Context: an optimization exercise on an open-source flow, tuned for small area and a short achievable clock period. The choices shown serve that exercise and are no tape-out recipe.
Where RTL was checked, it was by simulation tests only, not by an equivalence proof against the original.
Function not checked in runs 6 and 7: the RTL went through the layout flow alone.
The flow treats the clock pin as an ideal source. Dropping or thinning the clock tree relies on that and would not hold on a real chip.
Power and IR drop assume default switching activity.

`config.mk`:
```
export PLATFORM = sky130hd
export DESIGN_NAME = IOTDF
export DESIGN_NICKNAME = IOTDF
export VERILOG_FILES = /design/flow/design.v
export SDC_FILE = /design/flow/constraint.sdc
export NUM_CORES = 4
export LEC_CHECK = 0
export CAP_MARGIN = 20
export CORE_MARGIN = 2
export CORE_UTILIZATION = 65
export CTS_BUF_LIST = sky130_fd_sc_hd__clkbuf_8 sky130_fd_sc_hd__clkbuf_16
export CTS_CLUSTER_DIAMETER = 100
export CTS_CLUSTER_SIZE = 30
export PLACE_DENSITY = 0.75
export SLEW_MARGIN = 20
```
`constraint.sdc`:
```
create_clock -name core_clock -period 10.0 [get_ports {clk}]
set_input_delay 2.0000 -clock core_clock [delete_from_list [all_inputs] [get_ports {clk}]]
set_output_delay 2.0000 -clock core_clock [all_outputs]
set_load 0.01 [all_outputs]
```
`design.v`:
```
`timescale 1ns/10ps
module IOTDF( clk, rst, in_en, iot_in, fn_sel, busy, valid, iot_out);
input        clk;
input        rst;
input        in_en;
input  [7:0] iot_in;
input  [2:0] fn_sel;
output     busy;
output reg valid;
output reg [127:0] iot_out;
parameter GRAY2BIN = 3'b001;
parameter FIR      = 3'b010;
assign busy = 1'b0;
reg [9:0] counter;
reg       e2;
reg       f0, f1;
reg [7:0] r1, r2;
reg       par;
reg [11:0] part;
reg [127:0] fir_n;
wire       wrap = (counter[9:6] == 4'b1111);          
wire [3:0] lo   = counter[3:0];                       
wire       e1   = (lo == 4'd0) && (counter[9:4] != 6'd0);
always @(posedge clk or posedge rst) begin
    if (rst) begin
        counter <= 10'd0;
        f0      <= 1'b1;
        f1      <= 1'b0;
        e2      <= 1'b0;
        valid   <= 1'b0;
    end else if (in_en) begin
        counter <= wrap ? 10'd0 : counter + 10'd1;
        f0      <= wrap || (lo == 4'd15);
        f1      <= !wrap && (lo == 4'd0);
        e2      <= e1;
        valid   <= ((fn_sel == GRAY2BIN) && e1) || ((fn_sel == FIR) && e2);
    end
end
function [7:0] g2b;
    input [7:0] g;
    input       p;
    integer i;
    begin
        g2b[7] = p ^ g[7];
        for (i = 6; i >= 0; i = i - 1)
            g2b[i] = g2b[i+1] ^ g[i];
    end
endfunction
wire [7:0]  pc       = f1 ? 8'd0 : r2;
wire [11:0] part_nxt = f0 ? 12'd8 :
                       ({1'b0, r1, 3'b000} + {4'b0, r1} + {3'b0, pc, 1'b0} + 12'd8);
wire [11:0] fsum     = {2'b0, r1, 2'b00} + {4'b0, r1} + part;
wire [7:0]  fir_nxt  = fsum[11:4];
always @(posedge clk) begin
    if (in_en) begin
        r1    <= iot_in;
        r2    <= r1;
        par   <= (f1 ? 1'b0 : par) ^ (^r1);
        part  <= part_nxt;
        fir_n <= {fir_n[119:0], ~fir_nxt};
    end
end
wire [7:0] conv_r1 = g2b(r1, par);
wire [7:0] conv_r2 = g2b(r2, 1'b0);
genvar k;
generate
    for (k = 0; k < 16; k = k + 1) begin : lane
        wire       w  = (k == 0)  ? (lo == 4'd2) :
                        (k == 15) ? e1 :
                                    (lo == k + 1);
        wire [7:0] cv = (k == 0) ? conv_r2 : conv_r1;
        always @(posedge clk) begin
            if (in_en && (e2 || w))
                iot_out[127-8*k -: 8] <= e2 ? ~fir_n[127-8*k -: 8] : cv;
        end
    end
endgenerate
endmodule
```
`flow/run.sh`:
```
#!/bin/bash
set -euo pipefail
MARGIN=$(cat flow/margin.txt)
CTS="-sink_clustering_enable -repair_clock_nets -sink_clustering_size 30"
CTS="$CTS -sink_clustering_max_diameter 100 -dont_use_dummy_load"
CTS="$CTS -buf_list {sky130_fd_sc_hd__clkbuf_8 sky130_fd_sc_hd__clkbuf_16}"
bash standard.sh SETUP_SLACK_MARGIN=$MARGIN \
  "BUFFER_PORTS_ARGS=-buffer_cell sky130_fd_sc_hd__buf_1" \
  "CTS_ARGS=$CTS" \
  POST_CTS_TCL=$PWD/flow/post_cts.tcl finish > standard.log 2>&1
```
`flow/margin.txt`:
```
7.0
```
`flow/post_cts.tcl`:
```
set block [ord::get_db_block]
set root [$block findInst clkbuf_0_clk]
if {$root ne "NULL"} {
  set in_net  [[$root findITerm A] getNet]
  set out_net [[$root findITerm X] getNet]
  set loads {}
  foreach it [$out_net getITerms] {
    if {[$it getInst] ne $root} { lappend loads $it }
  }
  set nload [expr {[llength $loads] + [llength [$in_net getITerms]] - 1}]
  if {$nload <= 4} {
    foreach it $loads {
      $it disconnect
      $it connect $in_net
    }
    odb::dbInst_destroy $root
    odb::dbNet_destroy $out_net
    puts "post_cts: removed clkbuf_0_clk, clock port now drives $nload cell pins"
  } else {
    puts "post_cts: kept clkbuf_0_clk, port would drive $nload cell pins"
  }
}
```
`standard.sh`:
```
#!/bin/bash
# synth_recipe.tcl (not shown) runs the flow's synth.tcl, then flattens the netlist and writes it again
# the make line also repeats each setting of config.mk as NAME=value (left out here)
make -C /OpenROAD-flow-scripts/flow DESIGN_CONFIG=/design/flow/config.mk WORK_HOME=/design/flow/orfs CLKGATE_MAP_FILE= SYNTH_SCRIPT=/design/flow/synth_recipe.tcl "${@:-finish}"
```
==> results_dict.tcl, run 1 <==
set metrics [dict create \
    status "complete, no violations" \
    cp_cell_sequence "nor2b_2 > fa_1 > ha_4 > ha_1 > a21o_1 > a21oi_2 > o21bai_2 > a21oi_2 > a21oi_2 > mux2_2" \
    ys_ff_latch 299 \
    layout.cells.non_filler 1095 \
    peakVddDrop_mv 0.259 \
    num_vias 6486 \
    nets 929 \
    synth_cells 720 \
    dr.pass1.iters 5 \
    period_share_pct 29.5 \
    clkPwrFrac_pct 17.1 \
    dieArea_sq_mm 0.0191 \
    dp_slack_ps 5360 \
    critPathLaunchType "flop" \
    critPathSlowestCell "dfrtp_2" \
    fin_tns_setup_ps 0 \
    ant_nets 0 \
    synthToLayoutAreaGrowth_pct 12.5 \
    worst-setup-path-type "reg -> reg" \
    antenna_found_initial 0 \
    synth.distinct_cells 47 \
    cp_max_fo 4 \
    ys_seq_area_share_pct 76.1 \
    insertedDiodeCount 0 \
    worst_pin_slew_ps 844 \
    grt_pass1_wl_microns 35300 \
    seqPwrFrac_pct 54.0 \
    fin_skew_ps 57.4 \
    p_comb_share_pct 28.9 \
    p_total_mw 3.32 \
    crit_required_ps 10090 \
    vias_per_cell 5.92 \
    fp.dieH_microns 138 \
    grt_remaining_overflow 0 \
    rows 49 \
    p_per_area_mw_per_mm2 252 \
    min_path_cells 0 \
    synth-edff-count 285 \
    grt_usage_pct 23.7 \
    drive_above_1_share_pct 10.9 \
    relSlewSlack_pct 43.6 \
    fin_crit_ps 2950 \
    p_int_mw 2.27 \
    syn-cell-area_sq_mm 0.0117 \
    avgSynthCellArea_sq_um 16.3 \
    io_buffer_count 142 \
    fin_ws_ps 7050 \
    critPathMostFrequentCell "a21oi_2" \
    cp-end-kind "flop" \
    rsz0062_at_grt "yes" \
    grt_max_degree 88 \
    clkLatencyLatePin_ps 360 \
    drcViolationCount 0 \
    slew_violations 0 \
    dieWidth_microns 138 \
    cts.sinks 299 \
    syn_nets 781 \
    boundaryPins 144 \
    drt_iter0_drc 591 \
    hold_viol 0 \
    grt_pass1_vias 6449 \
    cpPeakStageDelay_ps 480 \
    setup_violations 0 \
    holdCritPathClass "reg -> reg" \
    synth_ff_type "edfxtp_1" \
    cp.arrival_ps 3040 \
    synthArstFlopShare_pct 4.68 \
    swShare_pct 31.6 \
    drv_cap 0 \
    initial_core_util_pct 65.7 \
    routed_wl_microns 22900 \
    ff2ff_path_depth 10 \
    p_switching_mw 1.05 \
    final_util_pct 73.9 \
    max_freq_mhz 339 \
    place_congestion 0.821 \
    avgRoutedWirePerCell_microns 20.9 \
    dp_cells 1063 \
    ys_warn_count 1 \
    hpwlAfterDp_microns 15200 \
    core_area_sq_mm 0.0178 \
    power_leakage_nw 4.59 \
    cts.clk_slew.worst_paths_ps 120 \
]
## final cells by class
class | instances | area, sq um
tap | 229 | 287
timing repair buffer | 165 | 790
multi-input combinational | 364 | 2780
fill | 1124 | 4660
sequential | 299 | 8910
inverter | 25 | 95.1
clock buffer | 13 | 325
## stage by stage
step | hold WS, ps | area (sq um)
global placement | 423 | 12500
floorplan | 421 | 11800
global route | 448 | 13200
detailed placement | 429 | 12500
finish | 430 | 13200
## critical path, delay by kind of cell (launching register included)
family / cells / cell delay (ps)
fa+ha+maj: 3 / 1040
mux: 1 / 270
compound gates: 5 / 730
simple gates: 1 / 140
flops: 1 / 480
## logic make-up (layout without fill, tap and decap cells)
logic type               Yosys count  count (layout)  synth area share [%]
flip-flops                       299             299                  76.1
AO/OA/AOI/OAI                    172             172                  7.85
other                              1               1                0.0320
multiplexers                       7               7                 0.619
buffers and inverters             57             203                  2.02
AND/OR/NAND/NOR                   99              99                  4.28
XOR/XNOR                          38              38                  3.35
adder cells (fa/ha/maj)           47              47                  5.79
## state kept, by name, summed over array words and instances (netlist names)
| name | flops |
|---|---|
| counter | 10 |
| e2 | 1 |
| f0 | 1 |
| f1 | 1 |
| fir_n | 128 |
| iot_out | 128 |
| par | 1 |
| part | 12 |
| r1 | 8 |
| r2 | 8 |
| valid | 1 |
## path summary, 6_finish.rpt
path,slack (ps),end,startpoint
setup / recovery,7050,part[10],f1
hold / removal,430,fir_n[23],fir_n[15]
setup reg to reg,7050,part[10],f1
hold reg to reg,430,fir_n[23],fir_n[15]
max in group asynchronous,7930,counter[8],rst
min in group asynchronous,1650,counter[7],rst
## metal layers
layer	up-vias	GRT usage [%]	wire length, microns
met5	-	0	0
met1	3173	34.7	9600
met4	0	7.30	663
li1	2948	-	-
met3	51	4.40	1770
met2	314	37.2	10900
## power groups by stage
stage | clock network [mW] | logic, mW | registers, mW
floorplan | 0 | 0.599 | 1.80
global placement | 0 | 0.857 | 1.82
detailed placement | 0 | 0.892 | 1.82
global route | 0.621 | 1.08 | 1.81
finish | 0.570 | 0.961 | 1.79
## cells in the final DEF, fill, tap and decap left out, drive strengths merged, types with 2 or more instances in the layout
cell	count
edfxtp	285
buf	163
o21ai	111
a21oi	39
ha	35
nor2	30
nor2b	28
inv	24
xnor2	23
nand2	19
clkbuf	15
xor2	13
dfrtp	13
fa	12
nand3	7
mux2i	5
or2	4
o21a	4
o22ai	3
a21o	3
nor3	3
and2	2
mux2	2
nand3b	2
a41oi	2
a31oi	2
o21bai	2
## synth_stat cells (3+ instances only)
library cell  number  area share, %
edfxtp_1         285             73
o21a_1             4           0.26
o21ai_0          104            4.4
buf_2              3           0.13
xor2_1            12           0.90
ha_1              35            3.7
nand2_2            4           0.21
a21oi_1           39            1.7
nor2_1            30           0.96
clkbuf_1          22           0.70
fa_1              12            2.1
xnor2_1           20            1.5
nor3_1             3           0.13
inv_1             25           0.80
o21ai_1            7           0.30
dfrtp_1           13            2.8
xnor2_2            3           0.42
o22ai_1            3           0.16
nand2_1           15           0.48
or2_2              4           0.21
mux2i_1            5           0.43
nor2b_1           28            1.5
nand3_1            7           0.30
a21o_1             3           0.19
buf_4              5           0.32
==> run 2: changes to the inputs <==
--- a/design.v
+++ b/design.v
@@ -47,7 +47,6 @@
     end
 endfunction
-wire [7:0]  pc       = f1 ? 8'd0 : r2;
 wire [11:0] part_nxt = f0 ? 12'd8 :
-                       ({1'b0, r1, 3'b000} + {4'b0, r1} + {3'b0, pc, 1'b0} + 12'd8);
+                       ({1'b0, r1, 3'b000} + {4'b0, r1} + {3'b0, r2, 1'b0} + 12'd8);
 wire [11:0] fsum     = {2'b0, r1, 2'b00} + {4'b0, r1} + part;
 wire [7:0]  fir_nxt  = fsum[11:4];
@@ -55,5 +54,5 @@
     if (in_en) begin
         r1    <= iot_in;
-        r2    <= r1;
+        r2    <= f0 ? 8'd0 : r1;
         par   <= (f1 ? 1'b0 : par) ^ (^r1);
         part  <= part_nxt;
@@ -70,7 +69,8 @@
                                     (lo == k + 1);
         wire [7:0] cv = (k == 0) ? conv_r2 : conv_r1;
+        wire [7:0] fv = (k == 0) ? {1'b0, ~fir_n[126:120]} : ~fir_n[127-8*k -: 8];
         always @(posedge clk) begin
             if (in_en && (e2 || w))
-                iot_out[127-8*k -: 8] <= e2 ? ~fir_n[127-8*k -: 8] : cv;
+                iot_out[127-8*k -: 8] <= e2 ? fv : cv;
         end
     end
--- a/config.mk
+++ b/config.mk
@@ -8,8 +8,8 @@
 export CAP_MARGIN = 20
 export CORE_MARGIN = 2
-export CORE_UTILIZATION = 65
+export CORE_UTILIZATION = 58
 export CTS_BUF_LIST = sky130_fd_sc_hd__clkbuf_8 sky130_fd_sc_hd__clkbuf_16
 export CTS_CLUSTER_DIAMETER = 100
 export CTS_CLUSTER_SIZE = 30
-export PLACE_DENSITY = 0.75
+export PLACE_DENSITY = 0.68
 export SLEW_MARGIN = 20
==> results_dict.tcl, run 2 <==
set metrics [dict create \
    synthAdderAreaFrac_pct 5.78 \
    wl_met2_microns 11700 \
    relSlewSlack_pct 40.7 \
    grt_pass1_vias 6357 \
    top_register "iot_out" \
    ys_ff_latch 297 \
    syn-cell-area_sq_mm 0.0117 \
    dp_cells 1115 \
    yosys.area_share.simple_pct 4.05 \
    drcViolationCount 0 \
    dieWidth_microns 146 \
    synth_compound_area_share_pct 8.43 \
    initial_core_util_pct 58.6 \
    synthToLayoutAreaGrowth_pct 12.7 \
    fin_crit_ps 3000 \
    cp_max_fo 2 \
    cts.sinks 297 \
    wl_met1_microns 10400 \
    dieArea_sq_mm 0.0214 \
    ys_top_cells_by_area "edfxtp_1 (72%), o21ai_0 (4.5%), ha_1 (3.7%)" \
    synth_ff_type "edfxtp_1" \
    setup.worst_path.start "r1[2]" \
    power_leakage_nw 4.58 \
    muxShareOfSynthArea_pct 0.267 \
    worst_pin_slew_ps 889 \
    rsz0062_at_grt "yes" \
    synthTopCellsByCount "edfxtp_1 (283), o21ai_0 (106), nor2_1 (45)" \
    synth_top_family_by_area "compound AO/OA/AOI/OAI gates" \
    routed_wl_microns 24000 \
    ff2ff_path_depth 10 \
    synth.distinct_cells 48 \
    drive_above_1_share_pct 10.7 \
    syn_nets 792 \
    hp-start "fir_n[32]" \
    ys_warn_count 1 \
    io_buffer_count 142 \
    max_freq_mhz 333 \
    crit_required_ps 10090 \
    synth-xor-area-share_pct 3.47 \
    cts.clk_slew.worst_paths_ps 110 \
    ys_seq_area_share_pct 75.4 \
    fin_tns_setup_ps 0 \
    layout_commonest_cell "edfxtp_1" \
    avgSynthCellArea_sq_um 16.1 \
    synth_cells 731 \
    setup_violations 0 \
    clkLatencyLatePin_ps 360 \
    synthArstFlopShare_pct 4.71 \
    slew_violations 0 \
    p_per_area_mw_per_mm2 262 \
    holdCritPathClass "reg -> reg" \
    drt_iter0_drc 690 \
    grt_usage_pct 22.2 \
    hold_ws_ps 448 \
    largest_register_ffs 128 \
    status "complete, no violations" \
    cp-end-kind "flop" \
    fp.dieH_microns 146 \
    yosysTopAreaCellShare_pct 72.4 \
    grt_pass1_wl_microns 36500 \
    grt_max_degree 86 \
    worst-setup-path-type "reg -> reg" \
    final_cell_mix "edfxtp_1 (283), buf_1 (138), o21ai_0 (105), nor2_1 (33), a21oi_1 (33)" \
    core_area_sq_mm 0.0200 \
    peakVddDrop_mv 0.174 \
    grt_remaining_overflow 0 \
    critPathLaunchType "flop" \
    r2r_start "r1[2]" \
    hpwlAfterDp_microns 15700 \
    ant_nets 0 \
    dp_slack_ps 5570 \
    min_path_cells 0 \
    avgRoutedWirePerCell_microns 20.9 \
    fin_skew_ps 36.5 \
    rows 52 \
    synth_most_common_cell "edfxtp_1" \
    nets 941 \
    layout.cells.non_filler 1148 \
    period_share_pct 30.0 \
    boundaryPins 144 \
    num_vias 6488 \
    yosysTopAreaCell "edfxtp_1" \
    routed.top_layer "met4" \
    antenna_found_initial 0 \
    drv_cap 0 \
    insertedDiodeCount 0 \
    hold_viol 0 \
    wl_met3_microns 1600 \
    vias_per_cell 5.65 \
    reg_top3 "iot_out (128), fir_n (127), part (11)" \
    place_congestion 0.809 \
    cp.arrival_ps 3100 \
    synth-edff-count 283 \
    fin_ws_ps 7000 \
    dr.pass1.iters 5 \
]
-- run 2: changes by cell type in the layout (fill, tap and decap cells not counted), sizes merged, moves of 3 or more --
cell,before,now
nor2b,28,10
nor2,30,45
inv,24,32
nand3,7,14
nand2,19,14
o21ai,111,116
mux2i,5,2
nand4,1,4
o22ai,3,0
xnor2,23,20
-- run 2: worst max-delay path: stages, from the launching register on --
cell      delay (ps)
edfxtp_1         440
buf_4            160
ha_2             190
fa_1             450
ha_2             200
fa_2             360
a21o_1           170
a21oi_2          180
nor2b_2           60
o31a_1           290
o31a_1           240
-- run 2: where the power goes --
group / switching, mW / leakage, nW / internal (mW) / total (mW)
Sequential: 0.0959 / 2.86 / 1.73 / 1.82
Combinational: 0.739 / 1.57 / 0.357 / 1.10
Clock: 0.330 / 0.148 / 0.219 / 0.549
-- run 2: kinds of logic after synthesis --
group                    Yosys count
adder cells (fa/ha/maj)           47
AND/OR/NAND/NOR                  100
other                              1
buffers and inverters             67
AO/OA/AOI/OAI                    177
multiplexers                       3
flip-flops                       297
XOR/XNOR                          39
-- run 2: layout make-up --
cell class | instances | area, sq um
clock buffer | 12 | 300
fill | 1455 | 6820
inverter | 34 | 133
multi-input combinational | 367 | 2750
sequential | 297 | 8850
tap | 270 | 338
timing repair buffer | 167 | 841
timing repair inverter | 1 | 7.51
-- run 2: per-stage QoR --
stage | util, % | total power [mW] | cell area (sq um)
2_1_floorplan | - | 2.54 | 11800
3_3_place_gp | 62.5 | 2.89 | 12500
3_5_place_dp | 62.5 | 2.91 | 12500
5_1_grt | 66.0 | 3.66 | 13200
6_report | 66.0 | 3.47 | 13200
-- run 2: path summary, 6_finish.rpt --
check	to	slack [ps]
setup / recovery	part[11]	7000
hold / removal	fir_n[40]	450
setup reg to reg	part[11]	7000
hold reg to reg	fir_n[40]	450
max in group asynchronous	counter[8]	7970
min in group asynchronous	counter[0]	1660
-- run 2: metal layers --
layer / GRT usage, % / vias to the layer above
met5: 0 / -
met4: 2.91 / 0
met2: 36.1 / 255
met3: 3.09 / 16
li1: - / 2997
met1: 33.5 / 3220
==> run 3: changes to the inputs <==
--- a/config.mk
+++ b/config.mk
@@ -8,8 +8,8 @@
 export CAP_MARGIN = 20
 export CORE_MARGIN = 2
-export CORE_UTILIZATION = 58
+export CORE_UTILIZATION = 70
 export CTS_BUF_LIST = sky130_fd_sc_hd__clkbuf_8 sky130_fd_sc_hd__clkbuf_16
 export CTS_CLUSTER_DIAMETER = 100
 export CTS_CLUSTER_SIZE = 30
-export PLACE_DENSITY = 0.68
+export PLACE_DENSITY = 0.8
 export SLEW_MARGIN = 20
==> results_dict.tcl, run 3 <==
set metrics [dict create \
    synth_cells 731 \
    drcViolationCount 0 \
    synth-edff-count 283 \
    period_share_pct 30.0 \
    dp_slack_ps 5110 \
    routed_wl_microns 25300 \
    reg_top3 "iot_out (128), fir_n (127), part (11)" \
    status "complete, no violations" \
    grt_pass1_vias 6592 \
    ys_seq_area_share_pct 75.4 \
    nets 947 \
    grt_remaining_overflow 0 \
    cp_max_fo 2 \
    slew_violations 0 \
    ys_warn_count 1 \
    drt_iter0_drc 889 \
    fp.dieH_microns 133 \
    hold_ws_ps 430 \
    fin_tns_setup_ps 0 \
    synthTopCellsByCount "edfxtp_1 (283), o21ai_0 (106), nor2_1 (45)" \
    fin_crit_ps 3000 \
    cts.clk_slew.worst_paths_ps 120 \
    core_area_sq_mm 0.0165 \
    rows 47 \
    path_buf_inv 2 \
    clkLatencyLatePin_ps 370 \
    ant_nets 0 \
    peakVddDrop_mv 0.228 \
    holdCritPathClass "reg -> reg" \
    setup_violations 0 \
    synthArstFlopShare_pct 4.71 \
    fin_skew_ps 42.0 \
    ys_top_cells_by_area "edfxtp_1 (72%), o21ai_0 (4.5%), ha_1 (3.7%)" \
    final_cell_mix "edfxtp_1 (283), buf_1 (137), o21ai_0 (105), nor2_1 (33), a21oi_1 (33)" \
    yosysTopAreaCell "edfxtp_1" \
    worst-setup-path-type "reg -> reg" \
    syn-cell-area_sq_mm 0.0117 \
    io_buffer_count 142 \
    relSlewSlack_pct 43.0 \
    drv_cap 0 \
    dieWidth_microns 133 \
    top_register "iot_out" \
    avgRoutedWirePerCell_microns 22.9 \
    initial_core_util_pct 71.3 \
    synth.distinct_cells 48 \
    largest_register_ffs 128 \
    synth_ff_type "edfxtp_1" \
    critPathLaunchType "flop" \
    max_freq_mhz 333 \
    vias_per_cell 6.26 \
    antenna_found_initial 0 \
    grt_max_degree 93 \
    power_leakage_nw 4.61 \
    place_congestion 0.869 \
    fin_ws_ps 7000 \
    path_delay_family "adder cells" \
    critPathSlowestCell "fa_1" \
    ys_ff_latch 297 \
    grt_pass1_wl_microns 36900 \
    dieArea_sq_mm 0.0178 \
    p_per_area_mw_per_mm2 266 \
    rsz0062_at_grt "yes" \
    cpPeakStageDelay_ps 450 \
    num_vias 6915 \
    grt_usage_pct 27.4 \
    hpwlAfterDp_microns 16300 \
    cp.arrival_ps 3100 \
    dp_cells 1065 \
    syn_nets 792 \
    hold_viol 0 \
    worst_pin_slew_ps 855 \
    avgSynthCellArea_sq_um 16.1 \
    dr.pass1.iters 5 \
    drive_above_1_share_pct 11.8 \
    synth_most_common_cell "edfxtp_1" \
    synthToLayoutAreaGrowth_pct 12.6 \
    boundaryPins 144 \
    layout_commonest_cell "edfxtp_1" \
    yosysTopAreaCellShare_pct 72.4 \
    layout.cells.non_filler 1104 \
    cts.sinks 297 \
    cp-end-kind "flop" \
    insertedDiodeCount 0 \
    crit_required_ps 10090 \
    cp_cell_sequence "inv_2 > ha_4 > inv_2 > fa_1 > ha_2 > fa_2 > a21o_1 > a21oi_2 > nor2b_2 > o31a_1 > o31a_1" \
]
run 3: through the flow:
step	power [mW]	cell area, sq um	utilization, %
final	3.51	13200	80.2
after floorplan	2.54	11800	-
after global routing	3.67	13200	80.2
after detailed placement	2.92	12500	75.6
after global placement	2.87	12500	75.6
run 3: report_power, final:
group	internal [mW]	switching [mW]	total, mW
clock	0.219	0.329	0.548
combinational	0.363	0.777	1.14
sequential	1.73	0.0983	1.83
total	2.31	1.20	3.51
run 3: cell type report:
class / count / area, sq um
Timing Repair Buffer: 173 / 882
Inverter: 34 / 133
Multi-Input combinational cell: 367 / 2770
Fill cell: 961 / 3250
Sequential cell: 297 / 8850
Clock buffer: 12 / 300
Tap cell: 220 / 275
Timing Repair inverter: 1 / 7.51
run 3: path summary, 6_finish.rpt:
kind	start	endpoint	slack, ps	cells past startpoint
setup / recovery	r1[3]	part[11]	7000	11
hold / removal	fir_n[41]	fir_n[49]	430	0
setup reg to reg	r1[3]	part[11]	7000	11
hold reg to reg	fir_n[41]	fir_n[49]	430	0
max in group asynchronous	rst	counter[5]	7920	2
min in group asynchronous	rst	valid	1670	2
run 3: cells by family (layout without fill, tap and decap cells):
group / Yosys count / in the layout / share of synthesized area [%]
AOI/OAI and AO/OA: 177 / 177 / 8.43
xor gates and xnor gates: 39 / 39 / 3.47
adders and majority gates: 47 / 47 / 5.78
buffers and inverters: 67 / 220 / 2.55
DFF: 297 / 297 / 75.4
muxes: 3 / 3 / 0.267
other: 1 / 1 / 0.0320
and+or+nand+nor: 100 / 100 / 4.05
run 3: layer usage:
layer | part of all wire, % | wire length, microns | vias to the layer above | GRT usage, %
li1 | - | - | 3019 | -
met1 | 39 | 9890 | 3434 | 39.2
met3 | 7.9 | 1990 | 41 | 3.27
met5 | 0 | 0 | - | 0
met4 | 2.0 | 510 | 0 | 6.80
met2 | 51 | 12900 | 421 | 46.5
==> run 4: changes to the inputs <==
--- a/config.mk
+++ b/config.mk
@@ -8,8 +8,8 @@
 export CAP_MARGIN = 20
 export CORE_MARGIN = 2
-export CORE_UTILIZATION = 70
+export CORE_UTILIZATION = 65
 export CTS_BUF_LIST = sky130_fd_sc_hd__clkbuf_8 sky130_fd_sc_hd__clkbuf_16
 export CTS_CLUSTER_DIAMETER = 100
 export CTS_CLUSTER_SIZE = 30
-export PLACE_DENSITY = 0.8
+export PLACE_DENSITY = 0.75
 export SLEW_MARGIN = 20
==> results_dict.tcl, run 4 <==
set metrics [dict create \
    p_per_area_mw_per_mm2 266 \
    ys_seq_area_share_pct 75.4 \
    hold_viol 0 \
    avgRoutedWirePerCell_microns 21.6 \
    relSlewSlack_pct 43.1 \
    grt_max_degree 88 \
    cp_max_fo 2 \
    fin_tns_setup_ps 0 \
    hpwlAfterDp_microns 15800 \
    synthArstFlopShare_pct 4.71 \
    hp-start "fir_n[32]" \
    num_vias 6643 \
    synth.distinct_cells 48 \
    rows 49 \
    ant_nets 0 \
    insertedDiodeCount 0 \
    dp_slack_ps 5650 \
    largest_register_ffs 128 \
    grt_remaining_overflow 0 \
    setup_violations 0 \
    synth_most_common_cell "edfxtp_1" \
    status "complete, no violations" \
    period_share_pct 29.8 \
    layout_commonest_cell "edfxtp_1" \
    stdcell_area_sq_mm 0.0131 \
    max_freq_mhz 335 \
    ff2ff_path_depth 11 \
    reg2reg_slack_ps 7020 \
    vias_per_cell 6.00 \
    reg_top3 "iot_out (128), fir_n (127), part (11)" \
    grt_usage_pct 24.9 \
    core_area_sq_mm 0.0178 \
    nets 942 \
    power_leakage_nw 4.57 \
    cts.sinks 297 \
    dr.pass1.iters 4 \
    fp.dieH_microns 138 \
    boundaryPins 144 \
    synth_ff_type "edfxtp_1" \
    min_path_cells 0 \
    final_cell_mix "edfxtp_1 (283), buf_1 (137), o21ai_0 (105), nor2_1 (34), ha_1 (33)" \
    top_register "iot_out" \
    yosys.area_share.simple_pct 4.05 \
    grt_pass1_wl_microns 36900 \
    initial_core_util_pct 65.8 \
    rsz0062_at_grt "yes" \
    drcViolationCount 0 \
    syn-cell-area_sq_mm 0.0117 \
    grt_pass1_vias 6510 \
    synthTopCellsByCount "edfxtp_1 (283), o21ai_0 (106), nor2_1 (45)" \
    cp-end-kind "flop" \
    clkLatencyLatePin_ps 350 \
    synth-xor-area-share_pct 3.47 \
    slew_violations 0 \
    dieArea_sq_mm 0.0191 \
    antenna_found_initial 0 \
    avgSynthCellArea_sq_um 16.1 \
    r2r_start "r1[3]" \
    fin_skew_ps 17.2 \
    ys_warn_count 1 \
    muxShareOfSynthArea_pct 0.267 \
    cts.clk_slew.worst_paths_ps 110 \
    place_congestion 0.842 \
    drive_above_1_share_pct 10.7 \
    worst-setup-path-type "reg -> reg" \
    drv_cap 0 \
    ys_ff_latch 297 \
    critPathLaunchType "flop" \
    worst_pin_slew_ps 853 \
    yosysTopAreaCellShare_pct 72.4 \
    holdCritPathClass "reg -> reg" \
    r2r_end "part[11]" \
    fillers 1122 \
    peakVddDrop_mv 0.206 \
    synth_cells 731 \
    fin_crit_ps 2980 \
    drt_iter0_drc 632 \
    yosysTopAreaCell "edfxtp_1" \
    io_buffer_count 142 \
    routed_wl_microns 24000 \
    synth-edff-count 283 \
    dieWidth_microns 138 \
    ys_top_cells_by_area "edfxtp_1 (72%), o21ai_0 (4.5%), ha_1 (3.7%)" \
    syn_nets 792 \
    synth_top_family_by_area "compound AO/OA/AOI/OAI gates" \
    placed_area_sq_mm 0.0125 \
    synth_compound_area_share_pct 8.43 \
    fin_ws_ps 7020 \
    worst_hold_path.endpoint "fir_n[40]" \
    cp.arrival_ps 3090 \
    synthToLayoutAreaGrowth_pct 11.9 \
    crit_required_ps 10100 \
    synthAdderAreaFrac_pct 5.78 \
]
-- run 4: cell counts after synthesis --
Identical to the previous run, type by type.
-- run 4: worst max-delay path by stage --
stage | start | end | cells past startpoint
6_report | r1[3] | part[11] | 11
5_1_grt | r1[3] | part[11] | 11
3_5_place_dp | in_en | fir_n[124] | 3
3_3_place_gp | in_en | fir_n[122] | 3
2_1_floorplan | in_en | iot_out[16] | 3
-- run 4: worst max-delay path, cell delays in order, from the launching register on --
cell	delay, ps
edfxtp_1	440
inv_2	80
ha_1	220
inv_1	70
fa_1	430
ha_2	210
fa_2	350
a21o_1	190
a21oi_2	150
nor2b_1	80
o31a_1	250
o31a_1	250
-- run 4: final cells by class --
cell class              instances  area [sq um]  share of cell area (%)
multi-input cells             367          2750                    20.9
repair inverters                1          7.51                  0.0572
clock buffers                  12           300                    2.29
inverters                      34           133                    1.01
well taps                     229           287                    2.18
flip-flops and latches        297          8850                    67.4
repair buffers                168           807                    6.15
-- run 4: per-stage QoR --
step	util (%)	instances	total power [mW]	hold slack [ps]
3_3_place_gp	69.9	1074	2.88	429
3_5_place_dp	69.9	1074	2.91	427
5_1_grt	73.6	1108	3.67	471
6_report	73.6	1108	3.49	452
2_1_floorplan	-	731	2.54	421
-- run 4: logic make-up (layout without fill, tap and decap cells) --
kind of cell | count (synthesis) | in the layout
other cells | 1 | 1
compound gates | 177 | 177
flops | 297 | 297
fa+ha+maj | 47 | 47
mux | 3 | 3
simple gates | 100 | 100
buf+inv | 67 | 215
xor+xnor | 39 | 39
-- run 4: power by group --
part | switching, mW | total [mW] | leakage [nW] | internal, mW
Sequential | 0.0971 | 1.82 | 2.86 | 1.73
Clock | 0.328 | 0.547 | 0.148 | 0.219
Combinational | 0.756 | 1.11 | 1.57 | 0.358
-- run 4: layer usage --
metal	wire length [microns]	up-vias	track usage, %
met1	9760	3261	36.2
met2	11600	344	40.1
met3	1980	39	4.26
met5	0	-	0
met4	594	0	6.82
li1	-	2999	-
==> run 5: changes to the inputs <==
==> flow/run.sh (replaced) <==
#!/bin/bash
set -euo pipefail
MARGIN=$(cat flow/margin.txt)
bash standard.sh SETUP_SLACK_MARGIN=$MARGIN \
  "BUFFER_PORTS_ARGS=-buffer_cell sky130_fd_sc_hd__buf_1" \
  POST_CTS_TCL=$PWD/flow/post_cts.tcl finish > standard.log 2>&1
==> results_dict.tcl, run 5 <==
set metrics [dict create \
    worst-setup-path-type "reg -> reg" \
    place_congestion 0.842 \
    insertedDiodeCount 0 \
    hold_ws_ps 448 \
    synth_cells 731 \
    drive_above_1_share_pct 10.8 \
    initial_core_util_pct 65.8 \
    dieArea_sq_mm 0.0191 \
    core_area_sq_mm 0.0178 \
    cts.clk_slew.worst_paths_ps 110 \
    clkPwrFrac_pct 16.0 \
    hold_viol 0 \
    fp.dieH_microns 138 \
    vias_per_cell 5.95 \
    syn-cell-area_sq_mm 0.0117 \
    p_int_mw 2.31 \
    cp_max_fo 2 \
    layout_commonest_cell "edfxtp_1" \
    critPathLaunchType "flop" \
    power_leakage_nw 4.62 \
    ys_seq_area_share_pct 75.4 \
    grt_remaining_overflow 0 \
    grt_usage_pct 24.9 \
    ys_ff_latch 297 \
    slew_violations 0 \
    peakVddDrop_mv 0.215 \
    min_path_cells 0 \
    top_register "iot_out" \
    drcViolationCount 0 \
    r2r_end "part[11]" \
    period_share_pct 29.7 \
    grt_max_degree 88 \
    hpwlAfterDp_microns 15800 \
    p_per_area_mw_per_mm2 266 \
    final_cell_mix "edfxtp_1 (283), buf_1 (137), o21ai_0 (105), inv_1 (36), nor2_1 (34)" \
    avgRoutedWirePerCell_microns 21.6 \
    dr.pass1.iters 5 \
    reg2reg_slack_ps 7030 \
    status "complete, no violations" \
    worst_hold_path.endpoint "fir_n[32]" \
    reg_top3 "iot_out (128), fir_n (127), part (11)" \
    worst_pin_slew_ps 847 \
    synthToLayoutAreaGrowth_pct 12.2 \
    drv_cap 0 \
    fin_crit_ps 2970 \
    syn_nets 792 \
    avgSynthCellArea_sq_um 16.1 \
    r2r_start "r1[3]" \
    fin_skew_ps 14.2 \
    cts_tree "yes" \
    synth.distinct_cells 48 \
    crit_required_ps 10110 \
    cts.sinks 297 \
    relSlewSlack_pct 43.5 \
    routed_wl_microns 24100 \
    boundaryPins 144 \
    swShare_pct 34.2 \
    cp.arrival_ps 3090 \
    hp-start "fir_n[24]" \
    synth-edff-count 283 \
    ant_nets 0 \
    rows 49 \
    ys_warn_count 1 \
    antenna_found_initial 0 \
    yosysTopAreaCell "edfxtp_1" \
    synth_ff_type "edfxtp_1" \
    io_buffer_count 142 \
    grt_pass1_wl_microns 36900 \
    setup_violations 0 \
    synthTopCellsByCount "edfxtp_1 (283), o21ai_0 (106), nor2_1 (45)" \
    dieWidth_microns 138 \
    grt_pass1_vias 6553 \
    p_comb_share_pct 32.0 \
    max_freq_mhz 336 \
    num_vias 6651 \
    ys_top_cells_by_area "edfxtp_1 (72%), o21ai_0 (4.5%), ha_1 (3.7%)" \
    holdCritPathClass "reg -> reg" \
    cp-end-kind "flop" \
    synthArstFlopShare_pct 4.71 \
    p_switching_mw 1.20 \
    nets 943 \
    seqPwrFrac_pct 52.0 \
    clkLatencyLatePin_ps 350 \
    fin_tns_setup_ps 0 \
    ff2ff_path_depth 11 \
    drt_iter0_drc 655 \
    largest_register_ffs 128 \
    yosysTopAreaCellShare_pct 72.4 \
    synth_most_common_cell "edfxtp_1" \
    rsz0062_at_grt "yes" \
]
[run 5: cell families (layout without fill, tap and decap cells)]
group / after synthesis / count (layout) / synth area share, %
other: 1 / 1 / 0.0320
AO/OA/AOI/OAI: 177 / 177 / 8.43
AND/OR/NAND/NOR: 100 / 100 / 4.05
multiplexers: 3 / 3 / 0.267
XOR/XNOR: 39 / 39 / 3.47
flip-flops: 297 / 297 / 75.4
adder cells (fa/ha/maj): 47 / 47 / 5.78
buffers and inverters: 67 / 224 / 2.55
[run 5: per-stage QoR]
step	cells	power, mW	setup slack [ps]	instance area [sq um]	utilization, %
floorplan	731	2.54	6980	11800	-
global placement	1074	2.88	5730	12500	69.9
detailed placement	1074	2.91	5650	12500	69.9
global route	1117	3.68	6910	13200	73.8
finish	1117	3.51	7030	13200	73.8
[run 5: cell type report]
type                            instances  area (sq um)
Inverter                               34           133
Timing Repair Buffer                  169           815
Fill cell                            1113          4670
Sequential cell                       297          8850
Clock inverter                          8          31.3
Timing Repair inverter                  1          7.51
Multi-Input combinational cell        367          2750
Clock buffer                           12           300
Tap cell                              229           287
[run 5: worst max-delay path, cell delays in order (launching register included)]
cell and delay [ps]:
edfxtp_1 450, inv_2 80, ha_1 220, inv_1 70
fa_1 430, ha_2 210, fa_2 350, a21o_1 190
a21oi_2 150, nor2b_1 80, o31a_1 250, o31a_1 250
[run 5: routing by layer]
layer / track usage, % / wire (microns) / vias up
met3: 3.74 / 1650 / 44
met5: 0 / 0 / -
met1: 36.0 / 9990 / 3278
met4: 7.30 / 767 / 0
li1: - / - / 3014
met2: 40.5 / 11700 / 315
[run 5: how the worst max path moves through the flow]
stage / slack [ps] / start / cells after the start / to
after floorplan: 6980 / in_en / 3 / iot_out[16]
after detailed placement: 5650 / in_en / 3 / fir_n[124]
after global placement: 5730 / in_en / 3 / fir_n[122]
after global routing: 6910 / r1[3] / 11 / part[11]
final: 7030 / r1[3] / 11 / part[11]
[run 5: power by group through the flow]
stage | logic (mW) | registers (mW) | clock network (mW)
6_report | 1.12 | 1.82 | 0.563
5_1_grt | 1.24 | 1.84 | 0.604
3_5_place_dp | 1.06 | 1.85 | 0
3_3_place_gp | 1.03 | 1.85 | 0
2_1_floorplan | 0.689 | 1.85 | 0
==> run 6: changes to the inputs <==
--- a/design.v
+++ b/design.v
@@ -14,8 +14,7 @@
 reg [9:0] counter;
 reg       e2;
-reg       f0, f1;
-reg [7:0] r1, r2;
+reg       f1, f2;
+reg [7:0] r1, r2, r3;
 reg       par;
-reg [11:0] part;
 reg [127:0] fir_n;
 wire       wrap = (counter[9:6] == 4'b1111);          
@@ -25,12 +24,12 @@
     if (rst) begin
         counter <= 10'd0;
-        f0      <= 1'b1;
         f1      <= 1'b0;
+        f2      <= 1'b0;
         e2      <= 1'b0;
         valid   <= 1'b0;
     end else if (in_en) begin
         counter <= wrap ? 10'd0 : counter + 10'd1;
-        f0      <= wrap || (lo == 4'd15);
         f1      <= !wrap && (lo == 4'd0);
+        f2      <= f1;
         e2      <= e1;
         valid   <= ((fn_sel == GRAY2BIN) && e1) || ((fn_sel == FIR) && e2);
@@ -47,14 +46,15 @@
     end
 endfunction
-wire [11:0] part_nxt = f0 ? 12'd8 :
-                       ({1'b0, r1, 3'b000} + {4'b0, r1} + {3'b0, r2, 1'b0} + 12'd8);
-wire [11:0] fsum     = {2'b0, r1, 2'b00} + {4'b0, r1} + part;
+wire [7:0]  fb       = f1 ? 8'd0 : r2;
+wire [7:0]  fc       = (f1 || f2) ? 8'd0 : r3;
+wire [11:0] fsum     = {2'b0, r1, 2'b00} + {4'b0, r1} + {1'b0, fb, 3'b000} + {4'b0, fb}
+                     + {3'b0, fc, 1'b0} + 12'd8;
 wire [7:0]  fir_nxt  = fsum[11:4];
 always @(posedge clk) begin
     if (in_en) begin
         r1    <= iot_in;
-        r2    <= f0 ? 8'd0 : r1;
+        r2    <= r1;
+        r3    <= r2;
         par   <= (f1 ? 1'b0 : par) ^ (^r1);
-        part  <= part_nxt;
         fir_n <= {fir_n[119:0], ~fir_nxt};
     end
==> results_dict.tcl, run 6 <==
set metrics [dict create \
    grt_remaining_overflow 0 \
    ant_nets 0 \
    ys_ff_latch 294 \
    slew_violations 0 \
    cts.sinks 294 \
    ys_top_cells_by_area "edfxtp_1 (72%), o21ai_0 (3.6%), dfrtp_1 (3.0%)" \
    holdCritPathClass "reg -> reg" \
    drt_iter0_drc 659 \
    worst-setup-path-type "reg -> reg" \
    synth_compound_area_share_pct 8.67 \
    initial_core_util_pct 65.7 \
    reg_top3 "iot_out (128), fir_n (127), counter (10)" \
    peakVddDrop_mv 0.215 \
    p_comb_share_pct 36.0 \
    drv_cap 0 \
    p_int_mw 2.41 \
    insertedDiodeCount 0 \
    grt_max_degree 86 \
    final_cell_mix "edfxtp_1 (280), buf_1 (132), o21ai_0 (84), inv_1 (53), o21ai_2 (40)" \
    p_switching_mw 1.20 \
    fin_crit_ps 3750 \
    synth_cells 714 \
    rows 49 \
    clkPwrFrac_pct 15.4 \
    p_per_area_mw_per_mm2 269 \
    dieArea_sq_mm 0.0191 \
    synth.distinct_cells 45 \
    cts.clk_slew.worst_paths_ps 110 \
    layout_commonest_cell "edfxtp_1" \
    cp.arrival_ps 3850 \
    synth_ff_type "edfxtp_1" \
    drive_above_1_share_pct 18.2 \
    reg2reg_slack_ps 6250 \
    fin_skew_ps 16.4 \
    synthTopCellsByCount "edfxtp_1 (280), o21ai_0 (84), inv_1 (51)" \
    synth_most_common_cell "edfxtp_1" \
    avgSynthCellArea_sq_um 16.4 \
    swShare_pct 33.2 \
    num_vias 6557 \
    p_total_mw 3.61 \
    critPathLaunchType "flop" \
    fillers 1054 \
    final-seq-area_sq_mm 0.00876 \
    grt_usage_pct 25.0 \
    power_leakage_nw 4.81 \
    antenna_found_initial 0 \
    vias_per_cell 5.92 \
    period_share_pct 37.5 \
    path_buf_inv 2 \
    yosysTopAreaCell "edfxtp_1" \
    fp.dieH_microns 138 \
    syn_nets 770 \
    io_buffer_count 142 \
    synthArstFlopShare_pct 4.76 \
    cts_tree "yes" \
    yosys.area_share.simple_pct 3.69 \
    setup_violations 0 \
    cp-end-kind "flop" \
    status "complete, no violations" \
    hold_viol 0 \
    crit_required_ps 10090 \
    path_delay_family "adder cells" \
    syn-cell-area_sq_mm 0.0117 \
    worst_pin_slew_ps 733 \
    place_congestion 0.854 \
    largest_register_ffs 128 \
    grt_pass1_wl_microns 37200 \
    grt_pass1_vias 6538 \
    routed_wl_microns 24300 \
    synth-xor-area-share_pct 3.59 \
    yosysTopAreaCellShare_pct 71.7 \
    max_freq_mhz 267 \
    critPathSlowestCell "fa_1" \
    synthAdderAreaFrac_pct 5.57 \
    synth-edff-count 280 \
    fin_tns_setup_ps 0 \
    dr.pass1.iters 5 \
    ys_warn_count 1 \
    clkLatencyLatePin_ps 350 \
    hpwlAfterDp_microns 16000 \
    cpPeakStageDelay_ps 550 \
    muxShareOfSynthArea_pct 0.619 \
    top_register "iot_out" \
    seqPwrFrac_pct 48.6 \
    multi_input_area_sq_mm 0.00290 \
    cp_cell_sequence "clkinv_4 > nand2_4 > inv_2 > fa_1 > fa_2 > ha_4 > nand2_4 > nor3_2 > fa_2 > a21o_1 > a21oi_4 > nor2b_2 > o21a_1 > o41ai_2 > xnor2_1" \
    dieWidth_microns 138 \
    rsz0062_at_grt "yes" \
    ys_seq_area_share_pct 74.7 \
    nets 929 \
    avgRoutedWirePerCell_microns 21.9 \
    core_area_sq_mm 0.0178 \
    drcViolationCount 0 \
    boundaryPins 144 \
    synthToLayoutAreaGrowth_pct 14.6 \
    synth_top_family_by_area "compound AO/OA/AOI/OAI gates" \
    cp_max_fo 5 \
    relSlewSlack_pct 51.2 \
]
-- run 6: changes by cell type in the layout (fill, tap and decap cells not counted), sizes merged, moves of 10 or more --
cell   delta
nand2    +11
inv      +18
a21oi    -16
ha       -10
nor2     -27
-- run 6: routing by layer --
layer	up-vias	part of all wire [%]	track usage [%]
met1	3265	40	36.9
li1	2922	-	-
met5	-	0	0
met3	33	8.4	3.60
met2	337	50	41.2
met4	0	1.9	4.78
-- run 6: cells by family (layout without fill, tap and decap cells) --
| group | count (synthesis) | count (layout) |
|---|---|---|
| other cells | 1 | 1 |
| buf+inv | 82 | 247 |
| xor+xnor | 40 | 40 |
| flops | 294 | 294 |
| simple gates | 85 | 85 |
| fa+ha+maj | 42 | 42 |
| compound gates | 163 | 163 |
| mux | 7 | 7 |
-- run 6: worst paths after layout --
kind,from,to,depth (start not counted)
max,f1,fir_n[7],15
min,fir_n[13],fir_n[21],0
max reg2reg,f1,fir_n[7],15
min reg2reg,fir_n[13],fir_n[21],0
max in group asynchronous,rst,f1,2
min in group asynchronous,rst,counter[4],2
-- run 6: power groups by stage --
| stage | Sequential, mW | Clock [mW] | Combinational (mW) |
|---|---|---|---|
| after floorplan | 1.76 | 0 | 0.765 |
| after global placement | 1.78 | 0 | 1.03 |
| after detailed placement | 1.78 | 0 | 1.06 |
| after global routing | 1.77 | 0.601 | 1.41 |
| final | 1.75 | 0.558 | 1.30 |
-- run 6: layout make-up --
type,instances,share of cell area (%)
well taps,229,2.13
flip-flops and latches,294,65.2
inverters,51,1.48
multi-input cells,338,21.6
clock buffers,12,2.24
clock inverters,8,0.261
repair buffers,176,7.09
-- run 6: stage by stage --
stage | instance area, sq um | std cells | setup slack (ps) | hold slack (ps) | utilization, %
6_report | 13400 | 1108 | 6250 | 451 | 75.3
5_1_grt | 13400 | 1108 | 6120 | 468 | 75.3
3_5_place_dp | 12500 | 1058 | 5740 | 428 | 70.1
3_3_place_gp | 12500 | 1058 | 5840 | 425 | 70.1
2_1_floorplan | 11800 | 714 | 6510 | 421 | -
==> run 7: changes to the inputs <==
==> flow/run.sh (replaced) <==
#!/bin/bash
set -euo pipefail
MARGIN=$(cat flow/margin.txt)
CTS="-sink_clustering_enable -repair_clock_nets -sink_clustering_size 30"
CTS="$CTS -sink_clustering_max_diameter 100 -dont_use_dummy_load"
CTS="$CTS -buf_list {sky130_fd_sc_hd__clkbuf_8 sky130_fd_sc_hd__clkbuf_16}"
bash standard.sh SETUP_SLACK_MARGIN=$MARGIN \
  "BUFFER_PORTS_ARGS=-buffer_cell sky130_fd_sc_hd__buf_1" \
  "CTS_ARGS=$CTS" \
  POST_CTS_TCL=$PWD/flow/post_cts.tcl finish > standard.log 2>&1
==> results_dict.tcl, run 7 <==
set metrics [dict create \
    synthToLayoutAreaGrowth_pct 14.2 \
    yosysTopAreaCell "edfxtp_1" \
    ys_top_cells_by_area "edfxtp_1 (72%), o21ai_0 (3.6%), dfrtp_1 (3.0%)" \
    synth_ff_type "edfxtp_1" \
    ys_warn_count 1 \
    insertedDiodeCount 0 \
    place_congestion 0.854 \
    drive_above_1_share_pct 18.1 \
    synth.distinct_cells 45 \
    nets 929 \
    cts.clk_slew.worst_paths_ps 120 \
    fillers 1064 \
    boundaryPins 144 \
    routed_wl_microns 24300 \
    layout.cells.non_filler 1100 \
    initial_core_util_pct 65.7 \
    fin_tns_setup_ps 0 \
    cts.sinks 294 \
    crit_required_ps 10090 \
    drv_cap 0 \
    ant_nets 0 \
    hold_ws_ps 442 \
    period_share_pct 37.6 \
    cp.arrival_ps 3840 \
    synthTopCellsByCount "edfxtp_1 (280), o21ai_0 (84), inv_1 (51)" \
    holdCritPathClass "reg -> reg" \
    power_leakage_nw 4.76 \
    drcViolationCount 0 \
    fin_skew_ps 20.1 \
    dieArea_sq_mm 0.0191 \
    avgSynthCellArea_sq_um 16.4 \
    dieWidth_microns 138 \
    drt_iter0_drc 669 \
    fin_crit_ps 3760 \
    cp_max_fo 5 \
    relSlewSlack_pct 33.6 \
    p_per_area_mw_per_mm2 269 \
    layout_commonest_cell "edfxtp_1" \
    io_buffer_count 142 \
    largest_register_ffs 128 \
    rsz0062_at_grt "yes" \
    vias_per_cell 5.97 \
    num_vias 6564 \
    synth_cells 714 \
    grt_pass1_vias 6515 \
    grt_pass1_wl_microns 37200 \
    ys_ff_latch 294 \
    hpwlAfterDp_microns 16000 \
    slew_violations 0 \
    worst-setup-path-type "reg -> reg" \
    grt_max_degree 86 \
    antenna_found_initial 0 \
    synth-edff-count 280 \
    final_cell_mix "edfxtp_1 (280), buf_1 (132), o21ai_0 (84), inv_1 (46), o21ai_2 (40)" \
    grt_usage_pct 25.1 \
    reg_top3 "iot_out (128), fir_n (127), counter (10)" \
    fp.dieH_microns 138 \
    syn_nets 770 \
    core_area_sq_mm 0.0178 \
    dr.pass1.iters 6 \
    setup_violations 0 \
    grt_remaining_overflow 0 \
    synth_most_common_cell "edfxtp_1" \
    critPathLaunchType "flop" \
    synthArstFlopShare_pct 4.76 \
    yosysTopAreaCellShare_pct 71.7 \
    max_freq_mhz 266 \
    hold_viol 0 \
    top_register "iot_out" \
    avgRoutedWirePerCell_microns 22.1 \
    worst_pin_slew_ps 996 \
    ys_seq_area_share_pct 74.7 \
    status "complete, no violations" \
    cp-end-kind "flop" \
    rows 49 \
    clkLatencyLatePin_ps 350 \
    dp_cells 1058 \
    peakVddDrop_mv 0.210 \
    syn-cell-area_sq_mm 0.0117 \
]
## run 7: changes by cell type in the layout (fill, tap and decap cells not counted)
cell | before | now
nor2b_4 | 11 | 10
inv_1 | 53 | 46
buf_4 | 22 | 23
nor2b_2 | 5 | 6
nor2_1 | 15 | 16
nor2_2 | 2 | 1
buf_6 | 7 | 6
clkinv_4 | 2 | 1
## run 7: layout make-up
type / count / area [sq um] / area share (%)
sequential: 294 / 8760 / 65.4
inverter: 51 / 199 / 1.49
multi-input combinational: 338 / 2890 / 21.6
timing repair buffer: 176 / 948 / 7.08
tap: 229 / 287 / 2.14
clock buffer: 12 / 300 / 2.24
## run 7: worst max-delay path, cell delays in order, from the launching register on
cell and delay, ps:
dfrtp_2 470, clkinv_4 120, nand2_4 100, inv_2 40, fa_1 550, fa_2 460, ha_4 260, nand2_4 60
nor3_2 40, fa_2 360, a21o_1 230, a21oi_4 170, nor2b_2 60, o21a_1 200, o41ai_2 260, xnor2_1 100
## run 7: stage by stage
step	total power, mW	instance area [sq um]	util, %	setup WS (ps)
2_1_floorplan	2.52	11800	-	6510
3_3_place_gp	2.80	12500	70.1	5840
3_5_place_dp	2.84	12500	70.1	5740
5_1_grt	3.77	13400	75.0	6110
6_report	3.60	13400	75.0	6240
## run 7: report_power, final
| group | total, mW | leakage (nW) | switching, mW | internal (mW) |
|---|---|---|---|---|
| registers | 1.76 | 2.82 | 0.0934 | 1.66 |
| clock network | 0.544 | 0.148 | 0.325 | 0.219 |
| logic | 1.30 | 1.79 | 0.775 | 0.525 |
| total | 3.60 | 4.76 | 1.19 | 2.41 |
## run 7: path summary, 6_finish.rpt
kind / from / endpoint / slack [ps] / depth (start not counted)
min in group asynchronous: rst / counter[4] / 1680 / 2
min reg2reg: fir_n[13] / fir_n[21] / 440 / 0
max reg2reg: f1 / fir_n[7] / 6240 / 15
min: fir_n[13] / fir_n[21] / 440 / 0
max in group asynchronous: rst / f1 / 7890 / 2
max: f1 / fir_n[7] / 6240 / 15
## run 7: metal layers
metal | global-route usage [%] | routed length [microns] | vias up | part of all wire [%]
met5 | 0 | 0 | - | 0
met4 | 4.51 | 397 | 0 | 1.6
met3 | 3.50 | 1820 | 28 | 7.5
met2 | 41.6 | 12100 | 328 | 50
met1 | 36.9 | 9980 | 3289 | 41
li1 | - | - | 2919 | -
## run 7: cells by family (layout without fill, tap and decap cells)
| kind of cell | count (synthesis) | count (layout) | synth area share [%] |
|---|---|---|---|
| flops | 294 | 294 | 74.7 |
| simple gates | 85 | 85 | 3.69 |
| buf+inv | 82 | 239 | 3.10 |
| other cells | 1 | 1 | 0.0320 |
| mux | 7 | 7 | 0.619 |
| compound gates | 163 | 163 | 8.67 |
| xor+xnor | 40 | 40 | 3.59 |
| fa+ha+maj | 42 | 42 | 5.57 |

[re-timing with driven ports]
No port has a modelled driver above. Below, the same layouts with a new extraction and two added sets of constraints. Step 1, drivers: a clkbuf_16 drives clk and a buf_2 each remaining input, both assumed. Step 2 adds t to the input delays and takes it off the output delays; t is the mean of the earliest and latest rising clock arrival at the registers after step 1. Input paths then give back, and output paths get back, about the clock's delay inside the block. Three values: no drivers, after step 1, after step 2; two values: the first two.
run	t, ns	setup slack, ns	worst hold slack (ns)	clock arrival spread, ns	cell pins on the clock port's net
run 1	0.393	7.050 / 6.997 / 6.707	0.430 / 0.430 / 0.430	0.058 / 0.058	2
run 2	0.403	6.996 / 6.996 / 6.697	0.448 / 0.448 / 0.448	0.037 / 0.037	2
run 3	0.397	6.995 / 6.995 / 6.668	0.430 / 0.430 / 0.430	0.043 / 0.042	2
run 4	0.401	7.016 / 7.009 / 6.676	0.452 / 0.452 / 0.452	0.017 / 0.017	2
run 5	0.401	7.028 / 7.009 / 6.673	0.448 / 0.448 / 0.448	0.014 / 0.014	2
run 6	0.400	6.248 / 6.248 / 6.248	0.451 / 0.451 / 0.451	0.017 / 0.016	2
run 7	0.401	6.244 / 6.244 / 6.244	0.442 / 0.442 / 0.442	0.020 / 0.021	2
After both steps every run listed still meets setup and hold. The setup slack of run 5, which loses most, moves by -0.019 ns with the drivers and by -0.355 ns with both steps.
